From an optimization exercise on the open Yosys and OpenROAD flow, aimed at small area and a short achievable clock period; shortcuts taken in it are not production practice. At most, simulation tests tie the RTL to the original design; equivalence was not proved. Function not checked in run 2: the RTL went through the layout flow alone.

--- design.v ---
module lut (
    input        [7:0]  index,
    output logic [15:0] value
);
    always_comb begin
        case (index)
            8'd0: value = 16'h0001;
            8'd1: value = 16'h4dbc;
            8'd2: value = 16'h4dbc;
            8'd3: value = 16'h679f;
            8'd4: value = 16'h4db7;
            8'd5: value = 16'h3e2c;
            8'd6: value = 16'h33cf;
            8'd7: value = 16'h2c68;
            8'd8: value = 16'h26db;
            8'd9: value = 16'h228a;
            8'd10: value = 16'h1f16;
            8'd11: value = 16'h1c42;
            8'd12: value = 16'h19e7;
            8'd13: value = 16'h17e9;
            8'd14: value = 16'h1634;
            8'd15: value = 16'h14b9;
            8'd16: value = 16'h136d;
            8'd17: value = 16'h1249;
            8'd18: value = 16'h1145;
            8'd19: value = 16'h105c;
            8'd20: value = 16'h0f8b;
            8'd21: value = 16'h0ecd;
            8'd22: value = 16'h0e21;
            8'd23: value = 16'h0d84;
            8'd24: value = 16'h0cf3;
            8'd25: value = 16'h0c6f;
            8'd26: value = 16'h0bf4;
            8'd27: value = 16'h0b83;
            8'd28: value = 16'h0b1a;
            8'd29: value = 16'h0ab8;
            8'd30: value = 16'h0a5c;
            8'd31: value = 16'h0a07;
            8'd32: value = 16'h09b6;
            8'd33: value = 16'h096b;
            8'd34: value = 16'h0924;
            8'd35: value = 16'h08e1;
            8'd36: value = 16'h08a2;
            8'd37: value = 16'h0866;
            8'd38: value = 16'h082e;
            8'd39: value = 16'h07f8;
            8'd40: value = 16'h07c5;
            8'd41: value = 16'h0795;
            8'd42: value = 16'h0766;
            8'd43: value = 16'h073a;
            8'd44: value = 16'h0710;
            8'd45: value = 16'h06e8;
            8'd46: value = 16'h06c2;
            8'd47: value = 16'h069d;
            8'd48: value = 16'h0679;
            8'd49: value = 16'h0658;
            8'd50: value = 16'h0637;
            8'd51: value = 16'h0618;
            8'd52: value = 16'h05fa;
            8'd53: value = 16'h05dd;
            8'd54: value = 16'h05c1;
            8'd55: value = 16'h05a6;
            8'd56: value = 16'h058d;
            8'd57: value = 16'h0574;
            8'd58: value = 16'h055c;
            8'd59: value = 16'h0544;
            8'd60: value = 16'h052e;
            8'd61: value = 16'h0518;
            8'd62: value = 16'h0503;
            8'd63: value = 16'h04ef;
            8'd64: value = 16'h04db;
            8'd65: value = 16'h04c8;
            8'd66: value = 16'h04b5;
            8'd67: value = 16'h04a3;
            8'd68: value = 16'h0492;
            8'd69: value = 16'h0481;
            8'd70: value = 16'h0470;
            8'd71: value = 16'h0460;
            8'd72: value = 16'h0451;
            8'd73: value = 16'h0442;
            8'd74: value = 16'h0433;
            8'd75: value = 16'h0425;
            8'd76: value = 16'h0417;
            8'd77: value = 16'h0409;
            8'd78: value = 16'h03fc;
            8'd79: value = 16'h03ef;
            8'd80: value = 16'h03e2;
            8'd81: value = 16'h03d6;
            8'd82: value = 16'h03ca;
            8'd83: value = 16'h03be;
            8'd84: value = 16'h03b3;
            8'd85: value = 16'h03a8;
            8'd86: value = 16'h039d;
            8'd87: value = 16'h0392;
            8'd88: value = 16'h0388;
            8'd89: value = 16'h037e;
            8'd90: value = 16'h0374;
            8'd91: value = 16'h036a;
            8'd92: value = 16'h0361;
            8'd93: value = 16'h0357;
            8'd94: value = 16'h034e;
            8'd95: value = 16'h0345;
            8'd96: value = 16'h033c;
            8'd97: value = 16'h0334;
            8'd98: value = 16'h032c;
            8'd99: value = 16'h0323;
            8'd100: value = 16'h031b;
            8'd101: value = 16'h0313;
            8'd102: value = 16'h030c;
            8'd103: value = 16'h0304;
            8'd104: value = 16'h02fd;
            8'd105: value = 16'h02f5;
            8'd106: value = 16'h02ee;
            8'd107: value = 16'h02e7;
            8'd108: value = 16'h02e0;
            8'd109: value = 16'h02da;
            8'd110: value = 16'h02d3;
            8'd111: value = 16'h02cc;
            8'd112: value = 16'h02c6;
            8'd113: value = 16'h02c0;
            8'd114: value = 16'h02ba;
            8'd115: value = 16'h02b4;
            8'd116: value = 16'h02ae;
            8'd117: value = 16'h02a8;
            8'd118: value = 16'h02a2;
            8'd119: value = 16'h029c;
            8'd120: value = 16'h0297;
            8'd121: value = 16'h0291;
            8'd122: value = 16'h028c;
            8'd123: value = 16'h0287;
            8'd124: value = 16'h0281;
            8'd125: value = 16'h027c;
            8'd126: value = 16'h0277;
            8'd127: value = 16'h0272;
            8'd128: value = 16'h026d;
            8'd129: value = 16'h0268;
            8'd130: value = 16'h0264;
            8'd131: value = 16'h025f;
            8'd132: value = 16'h025a;
            8'd133: value = 16'h0256;
            8'd134: value = 16'h0251;
            8'd135: value = 16'h024d;
            8'd136: value = 16'h0249;
            8'd137: value = 16'h0244;
            8'd138: value = 16'h0240;
            8'd139: value = 16'h023c;
            8'd140: value = 16'h0238;
            8'd141: value = 16'h0234;
            8'd142: value = 16'h0230;
            8'd143: value = 16'h022c;
            8'd144: value = 16'h0228;
            8'd145: value = 16'h0224;
            8'd146: value = 16'h0221;
            8'd147: value = 16'h021d;
            8'd148: value = 16'h0219;
            8'd149: value = 16'h0216;
            8'd150: value = 16'h0212;
            8'd151: value = 16'h020f;
            8'd152: value = 16'h020b;
            8'd153: value = 16'h0208;
            8'd154: value = 16'h0204;
            8'd155: value = 16'h0201;
            8'd156: value = 16'h01fe;
            8'd157: value = 16'h01fa;
            8'd158: value = 16'h01f7;
            8'd159: value = 16'h01f4;
            8'd160: value = 16'h01f1;
            8'd161: value = 16'h01ee;
            8'd162: value = 16'h01eb;
            8'd163: value = 16'h01e8;
            8'd164: value = 16'h01e5;
            8'd165: value = 16'h01e2;
            8'd166: value = 16'h01df;
            8'd167: value = 16'h01dc;
            8'd168: value = 16'h01d9;
            8'd169: value = 16'h01d6;
            8'd170: value = 16'h01d4;
            8'd171: value = 16'h01d1;
            8'd172: value = 16'h01ce;
            8'd173: value = 16'h01cc;
            8'd174: value = 16'h01c9;
            8'd175: value = 16'h01c6;
            8'd176: value = 16'h01c4;
            8'd177: value = 16'h01c1;
            8'd178: value = 16'h01bf;
            8'd179: value = 16'h01bc;
            8'd180: value = 16'h01ba;
            8'd181: value = 16'h01b7;
            8'd182: value = 16'h01b5;
            8'd183: value = 16'h01b2;
            8'd184: value = 16'h01b0;
            8'd185: value = 16'h01ae;
            8'd186: value = 16'h01ab;
            8'd187: value = 16'h01a9;
            8'd188: value = 16'h01a7;
            8'd189: value = 16'h01a5;
            8'd190: value = 16'h01a2;
            8'd191: value = 16'h01a0;
            8'd192: value = 16'h019e;
            8'd193: value = 16'h019c;
            8'd194: value = 16'h019a;
            8'd195: value = 16'h0198;
            8'd196: value = 16'h0196;
            8'd197: value = 16'h0193;
            8'd198: value = 16'h0191;
            8'd199: value = 16'h018f;
            8'd200: value = 16'h018d;
            8'd201: value = 16'h018b;
            8'd202: value = 16'h0189;
            8'd203: value = 16'h0188;
            8'd204: value = 16'h0186;
            8'd205: value = 16'h0184;
            8'd206: value = 16'h0182;
            8'd207: value = 16'h0180;
            8'd208: value = 16'h017e;
            8'd209: value = 16'h017c;
            8'd210: value = 16'h017a;
            8'd211: value = 16'h0179;
            8'd212: value = 16'h0177;
            8'd213: value = 16'h0175;
            8'd214: value = 16'h0173;
            8'd215: value = 16'h0172;
            8'd216: value = 16'h0170;
            8'd217: value = 16'h016e;
            8'd218: value = 16'h016d;
            8'd219: value = 16'h016b;
            8'd220: value = 16'h0169;
            8'd221: value = 16'h0168;
            8'd222: value = 16'h0166;
            8'd223: value = 16'h0164;
            8'd224: value = 16'h0163;
            8'd225: value = 16'h0161;
            8'd226: value = 16'h0160;
            8'd227: value = 16'h015e;
            8'd228: value = 16'h015d;
            8'd229: value = 16'h015b;
            8'd230: value = 16'h015a;
            8'd231: value = 16'h0158;
            8'd232: value = 16'h0157;
            8'd233: value = 16'h0155;
            8'd234: value = 16'h0154;
            8'd235: value = 16'h0152;
            8'd236: value = 16'h0151;
            8'd237: value = 16'h014f;
            8'd238: value = 16'h014e;
            8'd239: value = 16'h014c;
            8'd240: value = 16'h014b;
            8'd241: value = 16'h014a;
            8'd242: value = 16'h0148;
            8'd243: value = 16'h0147;
            8'd244: value = 16'h0146;
            8'd245: value = 16'h0144;
            8'd246: value = 16'h0143;
            8'd247: value = 16'h0142;
            8'd248: value = 16'h0140;
            8'd249: value = 16'h013f;
            8'd250: value = 16'h013e;
            8'd251: value = 16'h013d;
            8'd252: value = 16'h013b;
            8'd253: value = 16'h013a;
            8'd254: value = 16'h0139;
            8'd255: value = 16'h0138;
            default: value = 16'h0000;
        endcase
    end
endmodule
module cordic # (parameter DATA_WIDTH = 16) (
    input                       clk,
    input                       rst_n,
    input                       start,
    input  [2:0]                mode,
    input  [3:0]                shift,
    input  [DATA_WIDTH*2 - 1 : 0] opa,
    input  [DATA_WIDTH*2 - 1 : 0] opb,
    output logic [DATA_WIDTH*2 - 1 : 0] data_o
);
    logic [6:1] vld;
    always_ff @(posedge clk or negedge rst_n) begin
        if (!rst_n)     vld <= '0;
        else if (start) vld <= {vld[5:1], 1'b1};
    end
    wire [15:0] ar = opa[31:16];
    wire [15:0] ai = opa[15:0];
    wire [15:0] br = opb[31:16];
    wire [15:0] bi = opb[15:0];
    wire x_small = (&ar[15:8]) | ~(|ar[15:8]);
    wire y_small = (&ai[15:8]) | ~(|ai[15:8]);
    wire w_small = (&br[15:8]) | ~(|br[15:8]);
    wire pre_shift = x_small & y_small;
    wire vec_in = ~mode[2] & (|mode[1:0]);
    wire [15:0] nbi = ~bi + 16'd1;
    wire [15:0] zs = mode[2] ? nbi : br;
    logic signed [18:0] x1_in, y1_in;
    logic [15:0] z1_in;
    cordic_pre u_pre (.ar(ar), .ai(ai), .ps(pre_shift), .zs(zs), .vec(vec_in), .sx(ar[15]), .sy(ai[15]),
                      .x1(x1_in), .y1(y1_in), .z1(z1_in));
    logic signed [18:0] x1, y1;
    logic [15:0] z1;
    logic        vec1, ps1, ws1, m2_1;
    logic [1:0]  md1;
    logic [3:0]  sft1;
    logic [7:0]  w1;
    always_ff @(posedge clk) begin
        if (start) begin
            x1   <= x1_in;
            y1   <= y1_in;
            z1   <= z1_in;
            vec1 <= vec_in;
            md1  <= mode[1:0];
            m2_1 <= mode[2];
            ps1  <= pre_shift;
            ws1  <= w_small;
            sft1 <= shift;
            w1   <= w_small ? br[7:0] : br[15:8];
        end
    end
    logic [5:0] cshift, shamt_1;
    always_comb begin
        if (w1 == 8'd1)      cshift = 6'd15;
        else if (w1 == 8'd2) cshift = 6'd16;
        else                 cshift = 6'd17;
        if (ps1 & ~ws1)      cshift = cshift + 6'd16;
        else if (ps1 == ws1) cshift = cshift + 6'd8;
        if (m2_1) shamt_1 = cshift - {2'b00, sft1};
        else      shamt_1 = ps1 ? 6'd23 : 6'd15;
    end
    logic [53:0] r1b;
    cordic_rot2 #(.K(1)) u_rot1 (.x(x1), .y(y1), .z(z1), .vec(vec1), .r(r1b));
    logic signed [18:0] x2, y2;
    logic [15:0] z2;
    logic        vec2;
    logic [1:0]  md2;
    logic [5:0]  sh2;
    logic [7:0]  w2;
    always_ff @(posedge clk) begin
        if (start) begin
            {x2, y2, z2} <= r1b;
            vec2 <= vec1;
            md2  <= md1;
            sh2  <= shamt_1;
            w2   <= m2_1 ? w1 : 8'd1;    
        end
    end
    logic [53:0] r2b;
    cordic_rot2 #(.K(3)) u_rot3 (.x(x2), .y(y2), .z(z2), .vec(vec2), .r(r2b));
    logic signed [18:0] x3, y3;
    logic [15:0] z3;
    logic        vec3;
    logic [1:0]  md3;
    logic [5:0]  sh3;
    logic [7:0]  w3;
    always_ff @(posedge clk) begin
        if (start) begin
            {x3, y3, z3} <= r2b;
            vec3 <= vec2;
            md3  <= md2;
            sh3  <= sh2;
            w3   <= w2;
        end
    end
    logic [53:0] r3b;
    cordic_rot2 #(.K(5)) u_rot5 (.x(x3), .y(y3), .z(z3), .vec(vec3), .r(r3b));
    logic signed [18:0] x4, y4;
    logic [15:0] z4;
    logic        vec4;
    logic [1:0]  md4;
    logic [5:0]  sh4;
    logic [7:0]  w4;
    always_ff @(posedge clk) begin
        if (start) begin
            {x4, y4, z4} <= r3b;
            vec4 <= vec3;
            md4  <= md3;
            sh4  <= sh3;
            w4   <= w3;
        end
    end
    logic [53:0] r4b;
    logic [7:0] bneg_4, bone_4, btwo_4;
    cordic_rot78 u_rot7 (.x(x4), .y(y4), .z(z4), .vec(vec4), .w(w4), .r(r4b),
                         .bneg(bneg_4), .bone(bone_4), .btwo(btwo_4));
    logic signed [18:0] x5, y5;
    logic [15:0] z5;
    logic        vec5;
    logic [1:0]  md5;
    logic [5:0]  sh5;
    logic [7:0]  bneg5, bone5, btwo5;
    always_ff @(posedge clk) begin
        if (start) begin
            {x5, y5, z5} <= r4b;
            vec5  <= vec4;
            md5   <= md4;
            sh5   <= sh4;
            bneg5 <= bneg_4;
            bone5 <= bone_4;
            btwo5 <= btwo_4;
        end
    end
    wire neg9 = vec5 ? y5[18] : ~z5[15];
    wire signed [18:0] x5s = x5 >>> 9;
    wire signed [18:0] y5s = y5 >>> 9;
    wire [15:0] z9 = neg9 ? z5 - 16'd20 : z5 + 16'd20;
    logic signed [34:0] px_n, py_n;
    cordic_mul9 u_mulx (.bneg(bneg5), .bone(bone5), .btwo(btwo5), .x(x5), .v(y5s[9:0]), .vneg(neg9),  .p(px_n));
    cordic_mul9 u_muly (.bneg(bneg5), .bone(bone5), .btwo(btwo5), .x(y5), .v(x5s[9:0]), .vneg(~neg9), .p(py_n));
    logic signed [34:0] px, py;
    logic [15:0] z6;
    logic        vec6;
    logic [1:0]  md6;
    logic [5:0]  sh6;
    always_ff @(posedge clk) begin
        if (start) begin
            px   <= px_n;
            py   <= py_n;
            z6   <= z9;
            vec6 <= vec5;
            md6  <= md5;
            sh6  <= sh5;
        end
    end
    logic [31:0] dout;
    cordic_out u_out (.px(px), .py(py), .z(z6), .vec(vec6), .md(md6), .sh(sh6), .dout(dout));
    assign data_o = vld[6] ? dout : 32'd0;
endmodule
module cordic_pre (
    input  logic [15:0] ar, ai,
    input  logic ps,
    input  logic [15:0] zs,
    input  logic vec, sx, sy,
    output logic signed [18:0] x1, y1,
    output logic [15:0] z1
);
    wire signed [17:0] a = {{2{ar[15]}}, ar};
    wire signed [17:0] b = {{2{ai[15]}}, ai};
    wire signed [17:0] sa  = a + b;
    wire signed [17:0] sb  = a - b;
    wire signed [17:0] sna = ~a + ~b + 18'd2;
    wire signed [17:0] snb = b - a;
    function automatic [18:0] scl(input logic signed [17:0] v, input logic p);
        scl = p ? {v[10:0], 8'b0} : {v[17], v};
    endfunction
    logic [1:0] qe;
    always_comb begin
        if (!vec)      qe = zs[15:14];
        else if (sy)   qe = 2'b01;
        else if (sx)   qe = 2'b10;
        else           qe = 2'b11;
    end
    logic signed [17:0] x1v, y1v;
    always_comb begin
        case (qe)
            2'b00:   begin x1v = sb;  y1v = sa;  end
            2'b01:   begin x1v = sna; y1v = sb;  end
            2'b10:   begin x1v = snb; y1v = sna; end
            default: begin x1v = sa;  y1v = snb; end
        endcase
    end
    assign x1 = scl(x1v, ps);
    assign y1 = scl(y1v, ps);
    always_comb begin
        if (!vec)          z1 = {2'b00, zs[13:0]} - 16'd8192;
        else if (sy & sx)  z1 = {2'b11, zs[13:0]} - 16'd8192;
        else               z1 = {sy, sx, zs[13:0]} + 16'd8192;
    end
endmodule
module cordic_rot2 #(parameter K = 1) (
    input  logic signed [18:0] x, y,
    input  logic [15:0] z,
    input  logic vec,
    output logic [53:0] r
);
    localparam [159:0] ATAN = {
        16'd20, 16'd40, 16'd81, 16'd162, 16'd325,
        16'd651, 16'd1297, 16'd2555, 16'd4836, 16'd8192
    };
    function automatic [53:0] urot(input logic signed [18:0] x, input logic signed [18:0] y,
                                   input logic [15:0] z, input logic vec, input integer k);
        logic neg;
        logic signed [18:0] xn, yn;
        logic [15:0] zn;
        neg = vec ? y[18] : ~z[15];
        if (neg) begin
            xn = x - (y >>> k);
            yn = y + (x >>> k);
            zn = z - ATAN[16*k +: 16];
        end else begin
            xn = x + (y >>> k);
            yn = y - (x >>> k);
            zn = z + ATAN[16*k +: 16];
        end
        urot = {xn, yn, zn};
    endfunction
    logic [53:0] ra;
    assign ra = urot(x, y, z, vec, K);
    assign r = urot(ra[53:35], ra[34:16], ra[15:0], vec, K + 1);
endmodule
module cordic_rot78 #(parameter K = 7) (
    input  logic signed [18:0] x, y,
    input  logic [15:0] z,
    input  logic vec,
    input  logic [7:0] w,
    output logic [53:0] r,
    output logic [7:0] bneg, bone, btwo
);
    logic [15:0] kval;
    lut l1 (.index(w), .value(kval));
    always_comb begin : p_booth
        logic [16:0] kk;
        logic b2, b1, b0;
        kk = {1'b0, kval};
        for (int j = 0; j < 8; j++) begin
            b2 = kk[2*j+1];
            b1 = kk[2*j];
            b0 = (j == 0) ? 1'b0 : kk[2*j-1];
            bneg[j] = b2 & ~(b1 & b0);
            bone[j] = b1 ^ b0;
            btwo[j] = (b2 & ~b1 & ~b0) | (~b2 & b1 & b0);
        end
    end
    localparam [159:0] ATAN = {
        16'd20, 16'd40, 16'd81, 16'd162, 16'd325,
        16'd651, 16'd1297, 16'd2555, 16'd4836, 16'd8192
    };
    function automatic [53:0] urot(input logic signed [18:0] x, input logic signed [18:0] y,
                                   input logic [15:0] z, input logic vec, input integer k);
        logic neg;
        logic signed [18:0] xn, yn;
        logic [15:0] zn;
        neg = vec ? y[18] : ~z[15];
        if (neg) begin
            xn = x - (y >>> k);
            yn = y + (x >>> k);
            zn = z - ATAN[16*k +: 16];
        end else begin
            xn = x + (y >>> k);
            yn = y - (x >>> k);
            zn = z + ATAN[16*k +: 16];
        end
        urot = {xn, yn, zn};
    endfunction
    logic [53:0] ra;
    assign ra = urot(x, y, z, vec, K);
    assign r = urot(ra[53:35], ra[34:16], ra[15:0], vec, K + 1);
endmodule
module cordic_mul9 (
    input  logic [7:0] bneg, bone, btwo,
    input  logic signed [18:0] x,
    input  logic signed [9:0] v,
    input  logic vneg,
    output logic signed [34:0] p
);
    logic [17:0][34:0] r;
    logic [11:0][34:0] l1;
    logic [7:0][34:0]  l2;
    logic [5:0][34:0]  l3;
    logic [3:0][34:0]  l4;
    logic [2:0][34:0]  l5;
    logic [1:0][34:0]  l6;
    function automatic [69:0] csa(input logic [34:0] a, input logic [34:0] b, input logic [34:0] c);
        csa = {a ^ b ^ c, ((a & b) | (a & c) | (b & c)) << 1};
    endfunction
    always_comb begin : p_rows
        logic [19:0] m, pp;
        logic [10:0] mv, ppv;
        logic nv;
        for (int j = 0; j < 8; j++) begin
            m = bone[j] ? {x[18], x} : (btwo[j] ? {x, 1'b0} : 20'd0);
            pp = m ^ {20{bneg[j]}};
            r[j] = ({15'd0, ~pp[19], pp[18:0]} << (2*j)) | ((j > 0) ? ({34'd0, bneg[j-1]} << (2*j-2)) : 35'd0);
            nv = bneg[j] ^ vneg;
            mv = bone[j] ? {v[9], v} : (btwo[j] ? {v, 1'b0} : 11'd0);
            ppv = mv ^ {11{nv}};
            r[8+j] = ({24'd0, ~ppv[10], ppv[9:0]} << (2*j)) | ((j > 0) ? ({34'd0, bneg[j-1] ^ vneg} << (2*j-2)) : 35'd0);
        end
        r[16] = 35'h555580000 + 35'h7FEAAAC00;
        r[17] = ({34'd0, bneg[7]} << 14) + ({34'd0, bneg[7] ^ vneg} << 14);
        for (int j = 0; j < 6; j++) {l1[2*j+1], l1[2*j]} = csa(r[3*j], r[3*j+1], r[3*j+2]);
        for (int j = 0; j < 4; j++) {l2[2*j+1], l2[2*j]} = csa(l1[3*j], l1[3*j+1], l1[3*j+2]);
        for (int j = 0; j < 2; j++) {l3[2*j+1], l3[2*j]} = csa(l2[3*j], l2[3*j+1], l2[3*j+2]);
        l3[4] = l2[6];
        l3[5] = l2[7];
        for (int j = 0; j < 2; j++) {l4[2*j+1], l4[2*j]} = csa(l3[3*j], l3[3*j+1], l3[3*j+2]);
        {l5[1], l5[0]} = csa(l4[0], l4[1], l4[2]);
        l5[2] = l4[3];
        {l6[1], l6[0]} = csa(l5[0], l5[1], l5[2]);
    end
    assign p = l6[0] + l6[1];
endmodule
module cordic_out (
    input  logic signed [34:0] px, py,
    input  logic [15:0] z,
    input  logic vec,
    input  logic [1:0] md,
    input  logic [5:0] sh,
    output logic [31:0] dout
);
    function automatic [15:0] sat16(input logic signed [34:0] p, input logic [5:0] sh);
        logic [34:0] r;
        logic [19:0] e;
        logic ok;
        r = p >>> sh;
        e[19] = 1'b1;
        for (int j = 18; j >= 0; j--) e[j] = e[j+1] & (p[15+j] == p[34]);
        ok = (sh >= 6'd20) ? 1'b1 : e[sh];
        sat16 = ok ? r[15:0] : (p[34] ? 16'h8000 : 16'h7fff);
    endfunction
    wire [15:0] m0 = sat16(px, sh);
    wire [15:0] m1 = sat16(py, sh);
    always_comb begin
        if (!vec)               dout = {m0, m1};
        else if (md == 2'd1)    dout = {z, 16'd0};
        else if (md == 2'd2)    dout = {m0, 16'd0};
        else                    dout = {m0, z};
    end
endmodule
--- flow/run.sh ---
#!/bin/bash
# Layout with the standard flow (standard synthesis, floorplan, placement, CTS, routing);
# the only change is a larger setup margin for the resizer's repair_timing, so that it keeps
# improving the slowest paths past the point where they just meet the clock period.
set -euo pipefail
bash standard.sh SETUP_SLACK_MARGIN=6 finish > standard_flow.log 2>&1
--- standard.sh ---
#!/bin/bash
# synth_recipe.tcl (not shown) runs the flow's synth.tcl, then flattens the netlist and writes it again
# the make line also repeats each setting of config.mk as NAME=value (left out here)
make -C /OpenROAD-flow-scripts/flow DESIGN_CONFIG=/design/flow/config.mk WORK_HOME=/design/flow/orfs CLKGATE_MAP_FILE= SYNTH_SCRIPT=/design/flow/synth_recipe.tcl "${@:-finish}"
--- config.mk ---
export PLATFORM = sky130hd
export DESIGN_NAME = cordic
export DESIGN_NICKNAME = cordic
export VERILOG_FILES = /design/flow/design.v
export SDC_FILE = /design/flow/constraint.sdc
export NUM_CORES = 4
export LEC_CHECK = 0
export CAP_MARGIN = 20
export CORE_MARGIN = 2
export CORE_UTILIZATION = 40
export PLACE_DENSITY = 0.6
export SLEW_MARGIN = 20
export SYNTH_HIERARCHICAL = 1
export SYNTH_MINIMUM_KEEP_SIZE = 1000
--- constraint.sdc ---
create_clock -name core_clock -period 13.0 [get_ports {clk}]
set_input_delay 2.6000 -clock core_clock [delete_from_list [all_inputs] [get_ports {clk}]]
set_output_delay 2.6000 -clock core_clock [all_outputs]
set_load 0.01 [all_outputs]
==> results of run 1 <==
## cells in the mapped netlist (156+ instances only)
library cell and instances:
edfxtp_1 466, nor3_1 156, a21oi_1 544, fa_1 430, inv_1 745, xnor2_1 770
nand2_1 702, ha_1 827, clkbuf_1 378, xor2_1 422, nor2_1 520, a22oi_1 315
o21ai_0 515
## cells in the final DEF, fill, tap and decap left out, types with 131 or more instances in the layout
cell type,Yosys,final
xnor2_1,770,760
xor2_1,422,418
ha_1,827,818
buf_4,10,188
o21ai_0,515,494
a21o_1,133,131
fa_1,430,427
nand2_1,702,702
nor2_1,520,515
inv_1,745,741
nor3_1,156,152
edfxtp_1,466,466
a22oi_1,315,313
a21oi_1,544,530
## cells by family after synthesis
logic type | synth area share
other | 0.0000491
buffers and inverters | 0.0639
DFF | 0.185
xor gates and xnor gates | 0.137
and+or+nand+nor | 0.133
muxes | 0.0360
AOI/OAI and AO/OA | 0.197
adders and majority gates | 0.248
## cell type report
class	instances	area [sq um]	share of cell area
clock inverters	45	588	0.00699
flip-flops and latches	472	14100	0.168
clock buffers	60	1420	0.0168
repair buffers	372	3830	0.0454
well taps	2511	3140	0.0373
inverters	758	2870	0.0341
multi-input cells	7093	58200	0.691
## layer usage
metal  up-vias  wire length [um]  part of all wire
li1      30999                 -                 -
met1     31817            104000              0.44
met2      2546            107000              0.45
met3       469             18000             0.076
met4         0              7700             0.032
met5         -                 0                 0
## state kept, by name, summed over array words and instances (netlist names), 19 cells and up
signal,count
y1,19
x5,19
x2,19
py,35
x3,19
px,35
x4,19
y5,19
y3,19
y2,19
y4,19
## per-stage QoR
stage               setup WS [ns]  utilization  area (sq um)
global placement             4.83        0.419         79600
global route                 5.96        0.443         84200
finish                       6.17        0.443         84200
CTS                          5.98        0.434         82500
detailed placement           4.67        0.419         79600
floorplan                    6.01            -         76400
## per-module statistics from Yosys (local to each module, per instance)
module / area [sq um] / times used / cells inside
cordic_rot78: 5920 / 1 / 817
cordic: 37200 / 1 / 3789
cordic_mul9: 12900 / 2 / 1558
lut: 3130 / 1 / 497
cordic_out: 4320 / 1 / 604
## final timing paths
path | startpoint | to
hold reg to reg | w2[0] | w3[0]
setup reg to reg | bone5[3] | px[34]
min in group asynchronous | rst_n | vld[4]
setup / recovery | bone5[3] | px[34]
hold / removal | w2[0] | w3[0]
max in group asynchronous | rst_n | vld[2]
## what timing repair did
action	4_1_cts	5_1_grt
setup endpoints to repair	154	118
hold endpoints to repair	0	0
resized for setup	104	182
pin swaps	4	25
gates cloned	2	10
buffers inserted	38	89
## worst reg2reg max path, delay by kind of cell (launching register included)
family / cells / cell delay (ns)
flops: 1 / 0.41
fa+ha+maj: 7 / 3.40
compound gates: 8 / 1.69
simple gates: 1 / 0.21
xor+xnor: 1 / 0.20
buf+inv: 4 / 0.63
==> run summary, run 1 <==
run status=finished clean; hold_buf cts=0; Area Overhead vs Synth=10.2%; Synth area leaders=edfxtp_1, ha_1, fa_1, xnor2_1, xor2_1; vias=65831; vias in the first global route=64110; setup_tns=0 ns; Synth cell types=113; Worst-Skew Late Latency=0.73 ns; post-route clock period utilization=0.525; Avg Cell Area, Syn=8.66 sq um; WHS Path Cells=0; worst endpoint data arrival time=7.24 ns; RSZ-0062 raised after global routing=false; deepest clock path buffer count=3; full die area=194000 sq um; DR iter-0 viols=6061; grt met2 use=0.377; antenna diode count=0; met3 Track Usage GR=0.0361; highest clock rate=146 MHz; # port buffers=105; aggregate global-route resource usage=0.235; TritonCTS buffer count=56; Layout fillers=18246; setup violators final=0; DRC violations left=0; CTS tree=yes; largest area contributor in the netlist=edfxtp_1; Critical Path Sink Type=flop; CP startpoint kind=flop; largest net degree at the start of global routing=158; GRT Residual Overflow=0; row count=160; Synth Flop Type=edfxtp_1; clk root buf=clkbuf_16; Vias/cell=5.82; nets@finish=10084; Crit path required time=13.41 ns; first-pass iteration count of the detailed router=8; Sinks on Clock Net=472; Fin Hold WS=0.416 ns; CP Class=reg2reg; final non-filler cell total=11311; Cell Area, Synth=76400 sq um; cell count after placement=11067; Max-cap violations=0; Final Max Slew Viols=0; Slowest cell on crit path=fa_1; YS warnings=15; syn_nets=10154; Crit Path Max Fanout=30; Slew HR=0.217; final hold vios=0; H-tree levels=2; CP delay by family, top=adder cells; RD Place Congestion=0.937; R2R Setup Slk=6.17 ns; Synth Register Bits=472; Starting Density=0.402; share of the synthesized area in the top cell type=0.183; total core area=190000 sq um; I/O pins=106; Post-synth EDFFs=466; delay of the slowest cell on the worst path=0.60 ns; cells after synthesis=8823; register area share after synthesis=0.185; Routed WL per cell=20.9 um; total wire length=237000 um; worst r2r path cells=21; CP Cell Sequence=buf_12 -> buf_16 -> nor2b_4 -> buf_8 -> a22oi_1 -> xor2_1 -> fa_1 -> fa_1 -> fa_1 -> fa_1 -> fa_1 -> inv_1 -> fa_1 -> ha_4 -> a21o_1 -> a311o_1 -> a2111oi_2 -> a21bo_2 -> a21o_1 -> a31oi_1 -> a21oi_1; WP depth=21; Fin Clk Skew=0.0681 ns; DIE HEIGHT=441 um; number of antenna violations at the first check in global routing=1; asr flop ratio synth=0.0127; Crit path buffers/inverters=4; clock transition at the registers of the reported paths=0.06 ns; ANT nets after route=0; Slew @ Worst Pin=1.16 ns; Period minus WS final=6.83 ns; share of cells above drive strength 1=0.0802; post-DP HPWL=177000 um; Top cell by count, worst path=fa_1; Die X=441 um; Hold Crit Class=reg2reg; Most Crowded Layer GR=met2; global-route wire length before repair=366000 um; met1 Track Usage GR=0.327
==> run 2: changes to the inputs <==
--- a/design.v
+++ b/design.v
@@ -542,6 +542,35 @@
     assign ra = urot(x, y, z, vec, K);
     assign r = urot(ra[53:35], ra[34:16], ra[15:0], vec, K + 1);
 endmodule
+module cordic_rot1 #(parameter K = 9) (
+    input  logic signed [18:0] x, y,
+    input  logic [15:0] z,
+    input  logic vec,
+    output logic [53:0] r
+);
+    localparam [159:0] ATAN = {
+        16'd20, 16'd40, 16'd81, 16'd162, 16'd325,
+        16'd651, 16'd1297, 16'd2555, 16'd4836, 16'd8192
+    };
+    function automatic [53:0] urot(input logic signed [18:0] x, input logic signed [18:0] y,
+                                   input logic [15:0] z, input logic vec, input integer k);
+        logic neg;
+        logic signed [18:0] xn, yn;
+        logic [15:0] zn;
+        neg = vec ? y[18] : ~z[15];
+        if (neg) begin
+            xn = x - (y >>> k);
+            yn = y + (x >>> k);
+            zn = z - ATAN[16*k +: 16];
+        end else begin
+            xn = x + (y >>> k);
+            yn = y - (x >>> k);
+            zn = z + ATAN[16*k +: 16];
+        end
+        urot = {xn, yn, zn};
+    endfunction
+    assign r = urot(x, y, z, vec, K);
+endmodule
 module cordic_mul9 (
     input  logic [7:0] bneg, bone, btwo,
     input  logic signed [18:0] x,
--- a/config.mk
+++ b/config.mk
@@ -7,8 +7,8 @@
 export LEC_CHECK = 0
 export CAP_MARGIN = 20
 export CORE_MARGIN = 2
-export CORE_UTILIZATION = 40
-export PLACE_DENSITY = 0.6
+export CORE_UTILIZATION = 50
+export PLACE_DENSITY = 0.7
 export SLEW_MARGIN = 20
 export SYNTH_HIERARCHICAL = 1
 export SYNTH_MINIMUM_KEEP_SIZE = 1000
==> run 2 against run 1 <==
  * Largest cell class unchanged
  * Clock skew decreased by 0.024 ns
  * Worst setup slack got worse by 0.077 ns
  * Highest routed layer is now met5
  * Critical endpoint is now x4[18]
  * Core utilization increased by 11 points
  * Die area decreased by 19%
  * Critical path depth increased by 3
  * Wire length decreased by 2.7%
  * Final cell count decreased by 3.9%
==> run summary, run 2 <==
number of antenna violations at the first check in global routing=2; worst r2r path cells=24; Max-cap violations=0; # port buffers=105; vias in the first global route=64823; Crit Path Max Fanout=6; count leader, synth=ha_1; min-delay src=sh4[2]; YS warnings=15; RSZ-0062 raised after global routing=true; CP Class=reg2reg; full die area=157000 sq um; Synth Flop Type=edfxtp_1; nets@finish=10125; Period minus WS final=6.91 ns; delay of the slowest cell on the worst path=0.58 ns; Sinks on Clock Net=472; Slowest cell on crit path=or4_4; worst endpoint data arrival time=7.32 ns; post-route clock period utilization=0.531; Hold Crit Class=reg2reg; CTS tree=yes; share of cells above drive strength 1=0.0888; first-pass iteration count of the detailed router=9; Slew HR=0.314; total core area=152000 sq um; Critical Path Sink Type=flop; Starting Density=0.504; Synth area leaders=edfxtp_1, ha_1, fa_1, xnor2_1, xor2_1; Worst-Skew Late Latency=0.68 ns; GRT Residual Overflow=0; Vias/cell=6.16; Slew @ Worst Pin=1.02 ns; Worst Hold End=sh5[2]; RD Place Congestion=0.951; RR Startpoint=x3[11]; largest net degree at the start of global routing=165; row count=143; share of the synthesized area in the top cell type=0.182; clock transition at the registers of the reported paths=0.06 ns; final hold vios=0; post-DP HPWL=169000 um; run status=finished clean; worst r2r dst=x4[18]; aggregate global-route resource usage=0.282; R2R Setup Slk=6.09 ns; setup violators final=0; hold_buf cts=0; most common cell after layout, fill and taps aside=ha_1; Final Max Slew Viols=0; ANT nets after route=0; register area share after synthesis=0.184; Top cell by count, worst path=or4_4; WHS Path Cells=0; Area Overhead vs Synth=9.44%; global-route wire length before repair=358000 um; H-tree levels=2; highest clock rate=145 MHz; Crit path required time=13.41 ns; Avg Cell Area, Syn=8.67 sq um; Fin Clk Skew=0.0441 ns; DR iter-0 viols=6356; Post-synth EDFFs=466; vias=66994; Synth Register Bits=472; most frequent cells in the layout=ha_1, xnor2_1, inv_1; clk root buf=clkbuf_16; Cell Area, Synth=76700 sq um; Final Util=0.552; CP Cell Sequence=or4_4 -> or4_4 -> o21ai_1 -> xnor2_1 -> ha_2 -> a21o_1 -> a21o_1 -> a21o_1 -> or4_4 -> nand2_2 -> xnor2_2 -> or4_4 -> or4_4 -> nor3_2 -> nor4b_1 -> a211o_1 -> ha_1 -> a21oi_1 -> a31oi_1 -> a21o_1 -> a21oi_1 -> nor2b_1 -> o41ai_2 -> xnor2_1; largest area contributor in the netlist=edfxtp_1; DIE HEIGHT=396 um; Die X=396 um; DRC violations left=0; setup_tns=0 ns; syn_nets=10175; most frequent cells after synthesis=ha_1, xnor2_1, inv_1; CP startpoint kind=flop; top flop regs=px x35, py x35; deepest clock path buffer count=3; Synth cell types=121; TritonCTS buffer count=56; cells after synthesis=8844; I/O pins=106; total wire length=230000 um; asr flop ratio synth=0.0127; Routed WL per cell=21.2 um
run 2: routing by layer:
metal,vias to the layer above,track usage,share of wire
li1,31151,-,-
met1,32393,0.375,0.42
met2,2857,0.465,0.46
met3,589,0.0411,0.081
met4,4,0.101,0.040
met5,-,0.00154,0.00033
run 2: kinds of logic after synthesis:
group,Yosys count,share of synthesized area
compound gates,2328,0.199
simple gates,2114,0.131
buf+inv,1264,0.0640
fa+ha+maj,1257,0.247
xor+xnor,1191,0.137
flops,472,0.184
mux,217,0.0374
other cells,1,0.0000489
run 2: worst max-delay path: cells and delay by family (launching register included):
kind | cells | cell delay [ns]
adder cells (fa/ha/maj) | 2 | 0.68
flip-flops | 1 | 0.43
XOR/XNOR | 3 | 0.45
AO/OA/AOI/OAI | 10 | 1.94
AND/OR/NAND/NOR | 9 | 3.13
run 2: cell type report:
class / count / area [sq um]
sequential: 472 / 14100
clock inverter: 40 / 409
tap: 2030 / 2540
multi-input combinational: 7112 / 58700
clock buffer: 64 / 1450
antenna: 2 / 5.00
fill: 13615 / 68100
inverter: 765 / 2920
timing repair buffer: 387 / 3790
run 2: metrics by stage:
stage                     instance area, sq um  worst slack [ns]  instances  hold slack (ns)
after detailed placement                 79300              4.56      10604            0.405
after CTS                                82200              5.88      10771            0.415
after floorplan                          76700              6.01       8844            0.400
final                                    84000              6.09      10872            0.416
after global routing                     83900              5.90      10870            0.421
after global placement                   79300              4.58      10604            0.402
run 2: how the worst max path moves through the flow:
stage	startpoint	endpoint	slack, ns
5_1_grt	x3[11]	x4[18]	5.90
2_1_floorplan	y5[18]	py[34]	6.01
3_3_place_gp	vec1	x2[18]	4.58
6_report	x3[11]	x4[18]	6.09
3_5_place_dp	vec1	x2[18]	4.56
4_1_cts	vec1	x2[18]	5.88
run 2: what timing repair did:
action	4_1_cts	5_1_grt
setup buffers	59	91
gates cloned	4	8
gates resized for setup	113	189
setup endpoints to repair	166	119
pin swaps	3	45
hold endpoints to repair	0	0
run 2: per-module statistics from Yosys (local to each module, per instance):
module,times used,area (sq um),flops+latches
cordic,1,37600,472
cordic_mul9,2,12900,0
cordic_out,1,4320,0
cordic_rot78,1,5920,0
lut,1,3130,0
==> run 3: changes to the inputs <==
--- a/design.v
+++ b/design.v
@@ -542,35 +542,6 @@
     assign ra = urot(x, y, z, vec, K);
     assign r = urot(ra[53:35], ra[34:16], ra[15:0], vec, K + 1);
 endmodule
-module cordic_rot1 #(parameter K = 9) (
-    input  logic signed [18:0] x, y,
-    input  logic [15:0] z,
-    input  logic vec,
-    output logic [53:0] r
-);
-    localparam [159:0] ATAN = {
-        16'd20, 16'd40, 16'd81, 16'd162, 16'd325,
-        16'd651, 16'd1297, 16'd2555, 16'd4836, 16'd8192
-    };
-    function automatic [53:0] urot(input logic signed [18:0] x, input logic signed [18:0] y,
-                                   input logic [15:0] z, input logic vec, input integer k);
-        logic neg;
-        logic signed [18:0] xn, yn;
-        logic [15:0] zn;
-        neg = vec ? y[18] : ~z[15];
-        if (neg) begin
-            xn = x - (y >>> k);
-            yn = y + (x >>> k);
-            zn = z - ATAN[16*k +: 16];
-        end else begin
-            xn = x + (y >>> k);
-            yn = y - (x >>> k);
-            zn = z + ATAN[16*k +: 16];
-        end
-        urot = {xn, yn, zn};
-    endfunction
-    assign r = urot(x, y, z, vec, K);
-endmodule
 module cordic_mul9 (
     input  logic [7:0] bneg, bone, btwo,
     input  logic signed [18:0] x,
==> flow/run.sh (replaced) <==
#!/bin/bash
# Layout with the standard flow (standard synthesis, floorplan, placement, CTS, routing);
# the only change is a larger setup margin for the resizer's repair_timing, so that it keeps
# improving the slowest paths past the point where they just meet the clock period.
set -euo pipefail
bash standard.sh SETUP_SLACK_MARGIN=6.25 finish > standard_flow.log 2>&1
==> config.mk (replaced) <==
export PLATFORM = sky130hd
export DESIGN_NAME = cordic
export DESIGN_NICKNAME = cordic
export VERILOG_FILES = /design/flow/design.v
export SDC_FILE = /design/flow/constraint.sdc
export NUM_CORES = 4
export LEC_CHECK = 0
export CAP_MARGIN = 5
export CORE_MARGIN = 2
export CORE_UTILIZATION = 40
export PLACE_DENSITY = 0.6
export SLEW_MARGIN = 5
export SYNTH_HIERARCHICAL = 1
export SYNTH_MINIMUM_KEEP_SIZE = 1000
==> run 3 against run 2 <==
  * Wire length grew 5.5%
  * Clock skew shrank 0.0036 ns
  * Die area grew 24%
  * First-iteration DRC count shrank 12%
  * Clock-buffer cell count is the same
  * Critical path type unchanged
  * Via count shrank 0.93%
==> run summary, run 3 <==
run status=finished clean; Final Max Slew Viols=0; register area share after synthesis=0.185; TritonCTS buffer count=56; vias in the first global route=64425; first-pass iteration count of the detailed router=8; full die area=194000 sq um; R2R Setup Slk=6.34 ns; CP Class=reg2reg; DR iter-0 viols=5603; CTS tree=yes; Cell Area, Synth=76400 sq um; top flop regs=px x35, py x35; Critical Path Sink Type=flop; delay of the slowest cell on the worst path=0.52 ns; Synth area leaders=edfxtp_1, ha_1, fa_1, xnor2_1, xor2_1; Slew HR=0.239; highest clock rate=150 MHz; worst endpoint data arrival time=7.11 ns; I/O pins=106; syn_nets=10154; YS warnings=15; count leader, synth=ha_1; Synth Register Bits=472; row count=160; DIE HEIGHT=441 um; ANT nets after route=0; clk root buf=clkbuf_16; Fin Clk Skew=0.0406 ns; global-route wire length before repair=370000 um; most frequent cells in the layout=ha_1, xnor2_1, inv_1; vias=66370; Top cell by count, worst path=fa_1; Synth cell types=113; post-DP HPWL=177000 um; met1 Track Usage GR=0.329; Area Overhead vs Synth=13.0%; Post-synth EDFFs=466; share of the synthesized area in the top cell type=0.183; most common cell after layout, fill and taps aside=ha_1; Starting Density=0.402; largest area contributor in the netlist=edfxtp_1; Synth Flop Type=edfxtp_1; CP delay by family, top=adder cells; Post-DP Area=79600 sq um; H-tree levels=2; final hold vios=0; share of cells above drive strength 1=0.110; GRT Residual Overflow=0; Period minus WS final=6.66 ns; nets@finish=10222; Crit Path Max Fanout=5; clock transition at the registers of the reported paths=0.09 ns; RD Place Congestion=0.940; Vias/cell=5.79; aggregate global-route resource usage=0.238; deepest clock path buffer count=3; RSZ-0062 raised after global routing=true; DRC violations left=0; asr flop ratio synth=0.0127; met3 Track Usage GR=0.0339; Sinks on Clock Net=472; setup violators final=0; Routed WL per cell=21.2 um; Slowest cell on crit path=fa_1; Hold Crit Class=reg2reg; Die X=441 um; total wire length=243000 um; # port buffers=105; Most Crowded Layer GR=met2; Worst-Skew Late Latency=0.70 ns; most frequent cells after synthesis=ha_1, xnor2_1, inv_1; Final Instance Area=86300 sq um; setup_tns=0 ns; Slew @ Worst Pin=1.13 ns; CP startpoint kind=flop; cells after synthesis=8823; number of antenna violations at the first check in global routing=1; largest net degree at the start of global routing=140; hold_buf cts=0; Crit path required time=13.45 ns; Crit path buffers/inverters=8; Max-cap violations=0; post-route clock period utilization=0.512; grt met2 use=0.383; Avg Cell Area, Syn=8.66 sq um; total core area=190000 sq um
run 3: cell families (layout without fill, tap and decap cells):
logic type | Yosys count | after routing | synth area share
muxes | 208 | 210 | 0.0360
other | 1 | 5 | 0.0000491
adders and majority gates | 1257 | 1257 | 0.248
xor gates and xnor gates | 1195 | 1195 | 0.137
and+or+nand+nor | 2131 | 2131 | 0.133
AOI/OAI and AO/OA | 2299 | 2300 | 0.197
DFF | 472 | 472 | 0.185
buffers and inverters | 1260 | 1373 | 0.0639
run 3: worst reg2reg max path: stages (launching register included):
cell and delay [ns]:
edfxtp_1 0.45, buf_12 0.18, mux2_4 0.33, clkinvlp_4 0.16, buf_12 0.16, buf_4 0.16
xor2_4 0.21, xnor2_1 0.12, fa_1 0.48, inv_1 0.05, fa_1 0.51, inv_1 0.06
fa_2 0.38, inv_2 0.06, fa_1 0.44, fa_1 0.51, inv_1 0.06, fa_1 0.52
ha_4 0.33, o211ai_1 0.09, nor2_1 0.19, a41oi_2 0.21, a32o_2 0.32, o21ai_1 0.19
a31oi_1 0.14, xnor2_1 0.14
run 3: repair_timing:
item | in CTS | in global routing
pin swaps | 18 | 131
setup endpoints to repair | 176 | 123
buffers inserted | 80 | 175
cloned | 6 | 20
gates resized for setup | 190 | 316
run 3: cell type report:
type,instances,area [sq um]
fillers,18292,104000
multi-input cells,7094,59200
flip-flops and latches,472,14100
repair buffers,508,5070
well taps,2511,3140
inverters,758,2890
clock buffers,64,1450
clock inverters,42,447
diodes,4,10.0
repair inverters,1,8.76
run 3: worst paths after layout:
path,to,from,cells after the start
min reg2reg,w4[0],w3[0],0
min in group asynchronous,vld[2],rst_n,1
max in group asynchronous,vld[3],rst_n,1
min,w4[0],w3[0],0
max,py[23],y5[18],25
max reg2reg,py[23],y5[18],25
run 3: stage by stage:
stage          worst slack [ns]   util  hold WS [ns]  std cells
2_1_floorplan              6.23      -         0.400       8823
3_5_place_dp               5.06  0.419         0.405      11063
5_1_grt                    6.12  0.454         0.423      11450
3_3_place_gp               5.16  0.419         0.401      11062
4_1_cts                    6.13  0.438         0.412      11255
6_report                   6.34  0.454         0.417      11454
run 3: Yosys stat by module (local to each module, per instance):
module / cell area [sq um] / flops+latches
cordic_rot78: 5920 / 0
cordic_mul9: 12900 / 0
cordic_out: 4320 / 0
cordic: 37200 / 472
lut: 3130 / 0
run 3: per-layer routing:
metal  vias to the layer above  part of all wire  wire (um)
li1                      31304                 -          -
met1                     32078              0.44     107000
met2                      2534              0.45     109000
met3                       454             0.076      18400
met4                         0             0.035       8560
met5                         -                 0          0
==> run 4: changes to the inputs <==
--- a/design.v
+++ b/design.v
@@ -476,18 +476,14 @@
     function automatic [53:0] urot(input logic signed [18:0] x, input logic signed [18:0] y,
                                    input logic [15:0] z, input logic vec, input integer k);
         logic neg;
-        logic signed [18:0] xn, yn;
+        logic signed [18:0] xn, yn, xs, ys;
         logic [15:0] zn;
         neg = vec ? y[18] : ~z[15];
-        if (neg) begin
-            xn = x - (y >>> k);
-            yn = y + (x >>> k);
-            zn = z - ATAN[16*k +: 16];
-        end else begin
-            xn = x + (y >>> k);
-            yn = y - (x >>> k);
-            zn = z + ATAN[16*k +: 16];
-        end
+        ys = y >>> k;
+        xs = x >>> k;
+        xn = x + (ys ^ {19{neg}}) + {18'd0, neg};
+        yn = y + (xs ^ {19{~neg}}) + {18'd0, ~neg};
+        zn = z + (ATAN[16*k +: 16] ^ {16{neg}}) + {15'd0, neg};
         urot = {xn, yn, zn};
     endfunction
     logic [53:0] ra;
@@ -524,18 +520,14 @@
     function automatic [53:0] urot(input logic signed [18:0] x, input logic signed [18:0] y,
                                    input logic [15:0] z, input logic vec, input integer k);
         logic neg;
-        logic signed [18:0] xn, yn;
+        logic signed [18:0] xn, yn, xs, ys;
         logic [15:0] zn;
         neg = vec ? y[18] : ~z[15];
-        if (neg) begin
-            xn = x - (y >>> k);
-            yn = y + (x >>> k);
-            zn = z - ATAN[16*k +: 16];
-        end else begin
-            xn = x + (y >>> k);
-            yn = y - (x >>> k);
-            zn = z + ATAN[16*k +: 16];
-        end
+        ys = y >>> k;
+        xs = x >>> k;
+        xn = x + (ys ^ {19{neg}}) + {18'd0, neg};
+        yn = y + (xs ^ {19{~neg}}) + {18'd0, ~neg};
+        zn = z + (ATAN[16*k +: 16] ^ {16{neg}}) + {15'd0, neg};
         urot = {xn, yn, zn};
     endfunction
     logic [53:0] ra;
==> flow/run.sh (replaced) <==
#!/bin/bash
# Layout with the standard flow (standard synthesis, floorplan, placement, CTS, routing);
# the only change is a larger setup margin for the resizer's repair_timing, so that it keeps
# improving the slowest paths past the point where they just meet the clock period.
set -euo pipefail
bash standard.sh SETUP_SLACK_MARGIN=6 finish > standard_flow.log 2>&1
--- a/config.mk
+++ b/config.mk
@@ -5,10 +5,10 @@
 export SDC_FILE = /design/flow/constraint.sdc
 export NUM_CORES = 4
 export LEC_CHECK = 0
-export CAP_MARGIN = 5
+export CAP_MARGIN = 20
 export CORE_MARGIN = 2
 export CORE_UTILIZATION = 40
 export PLACE_DENSITY = 0.6
-export SLEW_MARGIN = 5
+export SLEW_MARGIN = 20
 export SYNTH_HIERARCHICAL = 1
 export SYNTH_MINIMUM_KEEP_SIZE = 1000
==> run 4 against run 3 <==
  * Critical path type is now reg2out
  * Sequential share of layout area up 0.83 points
  * Worst hold slack about the same
  * Area after synthesis down 1.2%
  * Still clean
==> run summary, run 4 <==
ANT nets after route=0; RR Startpoint=y5[18]; aggregate global-route resource usage=0.238; Slew @ Worst Pin=1.13 ns; Starting Density=0.402; share of the synthesized area in the top cell type=0.185; Most Crowded Layer GR=met2; Max-cap violations=0; WHS Path Cells=0; most frequent cells after synthesis=xnor2_1, ha_1, nand2_1; RSZ-0062 raised after global routing=true; register area share after synthesis=0.187; Worst-Skew Late Latency=0.71 ns; Sinks on Clock Net=472; met1 Track Usage GR=0.319; asr flop ratio synth=0.0127; TritonCTS buffer count=57; DR iter-0 viols=5332; grt met2 use=0.391; highest clock rate=145 MHz; Hold Crit Class=reg2reg; DIE HEIGHT=438 um; Die X=438 um; Synth Flop Type=edfxtp_1; CTS tree=yes; Fin Clk Skew=0.0373 ns; CP startpoint kind=flop; CP Launch Point=px[34]; full die area=192000 sq um; Crit path required time=10.40 ns; setup violators final=0; Critical Path Sink Type=output port; antenna diode count=0; Final Max Slew Viols=0; Synth cell types=121; # port buffers=105; top flop regs=px x35, py x35; worst r2r path cells=22; clock transition at the registers of the reported paths=0.06 ns; clk root buf=clkbuf_16; nets@finish=9778; most common cell after layout, fill and taps aside=xnor2_1; RD Place Congestion=0.926; share of cells above drive strength 1=0.0707; final hold vios=0; R2R Setup Slk=6.19 ns; Synth area leaders=edfxtp_1, ha_1, fa_1, xnor2_1, xor2_1; Cell Area, Synth=75500 sq um; row count=159; Worst Hold End=sh6[2]; total core area=188000 sq um; Synth Register Bits=472; worst r2r dst=px[26]; I/O pins=106; post-route clock period utilization=0.530; setup_tns=0 ns; hold_buf cts=0; H-tree levels=2; cells after synthesis=8646; largest area contributor in the netlist=edfxtp_1; vias in the first global route=63904; Period minus WS final=6.88 ns; CP Class=reg2out; Post-synth EDFFs=466; Vias/cell=5.85; run status=finished clean; Avg Cell Area, Syn=8.73 sq um; syn_nets=9914; largest net degree at the start of global routing=161; first-pass iteration count of the detailed router=8; Crit Path Max Fanout=27; count leader, synth=xnor2_1; post-DP HPWL=177000 um; GRT Residual Overflow=0; Routed WL per cell=21.2 um; Area Overhead vs Synth=8.84%; met3 Track Usage GR=0.0346; worst endpoint data arrival time=4.28 ns; global-route wire length before repair=368000 um; most frequent cells in the layout=xnor2_1, ha_1, nand2_1; YS warnings=15; vias=64639; total wire length=234000 um; min-delay src=sh5[2]; DRC violations left=0; Slew HR=0.244; number of antenna violations at the first check in global routing=2; deepest clock path buffer count=3
-- run 4: cell types whose count changed after synthesis, sizes merged, moves of 21 or more --
cell,previous run,this run
o31ai,61,35
a211oi,77,105
nor2,521,445
ha,827,764
o21ai,537,515
nor4,50,27
buf,124,169
clkbuf,378,351
xor2,423,374
xnor2,772,858
a31oi,69,90
inv,752,677
-- run 4: what timing repair did --
item                                    4_1_cts  5_1_grt
cloned                                        5        2
gates resized for setup                      90      105
pin swaps                                     6       12
endpoints found under the setup margin      162       93
setup buffers                                55       39
-- run 4: cells by family after synthesis --
kind of cell             synth area share
XOR/XNOR                            0.144
buffers and inverters              0.0631
adder cells (fa/ha/maj)             0.241
AO/OA/AOI/OAI                       0.201
AND/OR/NAND/NOR                     0.129
multiplexers                       0.0347
flip-flops                          0.187
other                           0.0000497
-- run 4: critical path, stage by stage, from the launching register on --
cell	delay [ns]
edfxtp_1	0.37
buf_4	0.24
or4_1	0.60
mux2i_4	0.26
o2111ai_1	0.17
a22oi_2	0.33
o211ai_4	0.13
nor2_2	0.16
a211oi_4	0.07
buf_12	0.17
a211oi_2	0.26
and2_2	0.24
clkdlybuf4s50_1	0.59
-- run 4: stage by stage --
step	hold WS (ns)	setup slack, ns	util	area (sq um)	instances
6_report	0.417	6.12	0.438	82200	11051
5_1_grt	0.420	5.86	0.438	82200	11051
4_1_cts	0.418	5.87	0.434	81300	11010
3_5_place_dp	0.405	4.60	0.418	78500	10845
3_3_place_gp	0.401	4.82	0.418	78500	10845
2_1_floorplan	0.400	6.01	-	75500	8646
-- run 4: worst max path at each step --
stage,endpoint,slack [ns],depth (start not counted)
floorplan,py[34],6.01,23
global placement,y3[18],4.82,27
detailed placement,y3[18],4.60,27
CTS,y3[18],5.87,27
global route,y3[18],5.86,28
finish,data_o[23],6.12,12
-- run 4: routing by layer --
| layer | share of wire | vias up | wire [um] |
|---|---|---|---|
| met5 | 0.00014 | - | 32 |
| met4 | 0.038 | 4 | 8840 |
| met3 | 0.071 | 474 | 16600 |
| met2 | 0.46 | 2497 | 108000 |
| met1 | 0.43 | 31291 | 101000 |
| li1 | - | 30373 | - |
-- run 4: cell type report --
cell class,instances,area (sq um)
clock buffer,64,1450
multi-input combinational,6974,57200
clock inverter,41,455
timing repair buffer,321,3180
fill,18235,105000
timing repair inverter,1,5.00
sequential,472,14100
tap,2495,3120
inverter,683,2600
-- run 4: modules after synthesis, one instance, submodules excluded --
| module | area, sq um | cells inside | flops+latches |
|---|---|---|---|
| cordic_out | 4320 | 604 | 0 |
| cordic | 36700 | 3629 | 472 |
| lut | 3180 | 523 | 0 |
| cordic_mul9 | 12900 | 1558 | 0 |
| cordic_rot78 | 5560 | 774 | 0 |
==> run 5: changes to the inputs <==
--- a/design.v
+++ b/design.v
@@ -403,15 +403,15 @@
     logic signed [34:0] px_n, py_n;
     cordic_mul9 u_mulx (.bneg(bneg5), .bone(bone5), .btwo(btwo5), .x(x5), .v(y5s[9:0]), .vneg(neg9),  .p(px_n));
     cordic_mul9 u_muly (.bneg(bneg5), .bone(bone5), .btwo(btwo5), .x(y5), .v(x5s[9:0]), .vneg(~neg9), .p(py_n));
-    logic signed [34:0] px, py;
+    logic signed [32:0] px, py;
     logic [15:0] z6;
     logic        vec6;
     logic [1:0]  md6;
     logic [5:0]  sh6;
     always_ff @(posedge clk) begin
         if (start) begin
-            px   <= px_n;
-            py   <= py_n;
+            px   <= px_n[32:0];
+            py   <= py_n[32:0];
             z6   <= z9;
             vec6 <= vec5;
             md6  <= md5;
@@ -419,7 +419,7 @@
         end
     end
     logic [31:0] dout;
-    cordic_out u_out (.px(px), .py(py), .z(z6), .vec(vec6), .md(md6), .sh(sh6), .dout(dout));
+    cordic_out u_out (.px({{2{px[32]}}, px}), .py({{2{py[32]}}, py}), .z(z6), .vec(vec6), .md(md6), .sh(sh6), .dout(dout));
     assign data_o = vld[6] ? dout : 32'd0;
 endmodule
 module cordic_pre (
==> run 5 against run 4 <==
  * Worst hold slack lost 0.0045 ns
  * Maximum frequency up 0.90%
  * Clock-buffer cell count increased by 7
  * Highest routed layer is now met4
  * Wire length fell by 0.79%
  * Critical path type is now reg2reg
  * Area after synthesis is 0.68% lower
  * Die area is 0.67% lower
  * First-iteration DRC count is 13% higher
  * Via count is 1.1% lower
  * Flip-flop and latch count fell by 4
  * Non-clock buffer count grew 15
  * Critical path depth up 9
  * Largest cell class unchanged
==> run summary, run 5 <==
nets@finish=9721; Routed WL per cell=21.2 um; Die X=437 um; Sinks on Clock Net=468; vias=63928; RSZ-0062 raised after global routing=true; Period minus WS final=6.82 ns; total core area=186000 sq um; Critical Path Sink Type=flop; setup violators final=0; Cell Area, Synth=75000 sq um; Final Instance Area=81600 sq um; DRC violations left=0; Final Max Slew Viols=0; Post-DP Area=78000 sq um; I/O pins=106; TritonCTS buffer count=56; DIE HEIGHT=437 um; highest clock rate=147 MHz; deepest clock path buffer count=3; syn_nets=9842; YS warnings=15; RD Place Congestion=0.923; post-route clock period utilization=0.525; number of antenna violations at the first check in global routing=1; worst endpoint data arrival time=7.25 ns; H-tree levels=2; Area Overhead vs Synth=8.82%; vias in the first global route=62851; full die area=191000 sq um; Final Util=0.439; Avg Cell Area, Syn=8.74 sq um; Max-cap violations=0; Fin Hold WS=0.413 ns; setup_tns=0 ns; row count=158; worst setup margin=6.18 ns; Hold Crit Class=reg2reg; largest net degree at the start of global routing=85; post-DP HPWL=175000 um; top flop regs=px x33, py x33; clk root buf=clkbuf_16; cells after synthesis=8580; clock transition at the registers of the reported paths=0.06 ns; final hold vios=0; Slew HR=0.298; Crit Path Max Fanout=51; run status=finished clean; # port buffers=105; total wire length=233000 um; CP startpoint kind=flop; aggregate global-route resource usage=0.235; ANT nets after route=0; Starting Density=0.404; Setup WS pre-CTS=4.91 ns; global-route wire length before repair=361000 um; first-pass iteration count of the detailed router=7; most frequent cells in the layout=xnor2_1, ha_1, nand2_1; Vias/cell=5.82; CTS tree=yes; Fin Clk Skew=0.0715 ns; share of cells above drive strength 1=0.0718; Worst-Skew Late Latency=0.72 ns; Crit path required time=13.43 ns; Slew @ Worst Pin=1.05 ns; DR iter-0 viols=6001; GRT Residual Overflow=0; antenna diode count=0; CP Class=reg2reg; most common cell after layout, fill and taps aside=xnor2_1
[run 5: cell count changes in the layout (fill, tap and decap cells not counted), moves of 5 or more]
cell      change
inv_1         -9
clkbuf_1      +8
nor2b_4       +7
nor2b_2       -5
a21oi_1       -8
ha_1          -6
buf_4        +16
o21ai_0       -8
buf_12        -6
[run 5: per-stage QoR]
stage	std cells
after floorplan	8580
after global placement	10779
after detailed placement	10779
after CTS	10915
after global routing	10986
final	10986
[run 5: repair_timing]
| action | 4_1_cts | 5_1_grt |
|---|---|---|
| hold buffers | 0 | 0 |
| endpoints found under the setup margin | 125 | 97 |
| pin swaps | 2 | 13 |
| gates cloned | 4 | 9 |
| resized for setup | 74 | 123 |
| buffers inserted | 27 | 62 |
[run 5: final cells by class]
cell class	instances	area (sq um)
clock buffer	71	1460
clock inverter	34	349
fill	18245	104000
inverter	673	2550
multi-input combinational	6924	56800
sequential	468	14000
tap	2480	3100
timing repair buffer	336	3310
[run 5: final timing paths]
check,to,from,slack [ns],depth (start not counted)
setup / recovery,px[26],bone5[3],6.18,21
hold / removal,md4[1],md3[1],0.41,0
setup reg to reg,px[26],bone5[3],6.18,21
hold reg to reg,md4[1],md3[1],0.41,0
max in group asynchronous,vld[1],rst_n,10.62,1
min in group asynchronous,vld[6],rst_n,2.16,1
[run 5: critical path, stage by stage (launching register included)]
cell	delay [ns]
edfxtp_1	0.40
buf_8	0.20
buf_16	0.21
nor2b_2	0.24
buf_6	0.22
a22oi_1	0.10
xor2_1	0.19
fa_1	0.42
fa_1	0.57
fa_1	0.45
fa_1	0.50
fa_1	0.54
inv_1	0.06
fa_1	0.52
ha_2	0.33
a21o_1	0.21
a311o_1	0.36
a2111oi_2	0.26
a21bo_2	0.31
a21o_1	0.22
a21oi_2	0.15
xnor2_1	0.07
[run 5: routing by layer]
metal | global-route usage | part of all wire | vias to the layer above
met5 | 0 | 0 | -
met2 | 0.392 | 0.47 | 2228
met4 | 0.0736 | 0.034 | 0
li1 | - | - | 30177
met3 | 0.0292 | 0.066 | 430
met1 | 0.314 | 0.43 | 31093

[static timing again, ports no longer ideal]
In the flow no input, the clock included, has a driving cell. The finished layouts below were timed again as built, in two steps.
Step 1 (the two cells are an assumption about what drives the block):
set clk [get_ports {clk}]
set_driving_cell -lib_cell sky130_fd_sc_hd__clkbuf_16 $clk
set_driving_cell -lib_cell sky130_fd_sc_hd__buf_2 [delete_from_list [all_inputs] $clk]
Step 2 times the ports against the registers' clock, not the clock port: input delays grow and output delays shrink by t, the midpoint of the rising clock arrivals with the driver on.
Slacks: ideal ports / drivers / drivers and shift; pairs: ideal ports / drivers.
| run | t (ns) | slack for setup (ns) | worst setup path at the end | latest minus earliest clock arrival (ns) |
|---|---|---|---|---|
| run 1 | 0.772 | 6.171 / 6.115 / 6.098 | input to register | 0.074 / 0.075 |
| run 2 | 0.736 | 6.094 / 6.086 / 6.081 | input to register | 0.051 / 0.050 |
| run 3 | 0.762 | 6.340 / 6.299 / 6.132 | input to register | 0.045 / 0.045 |
| run 4 | 0.770 | 6.116 / 6.036 / 6.019 | input to register | 0.038 / 0.037 |
| run 5 | 0.770 | 6.177 / 6.125 / 6.177 | register to register | 0.072 / 0.072 |
After both steps every run listed still meets setup and hold. For run 3, which loses most, drivers alone change the setup slack by -0.041 ns; drivers and shift together by -0.208 ns.
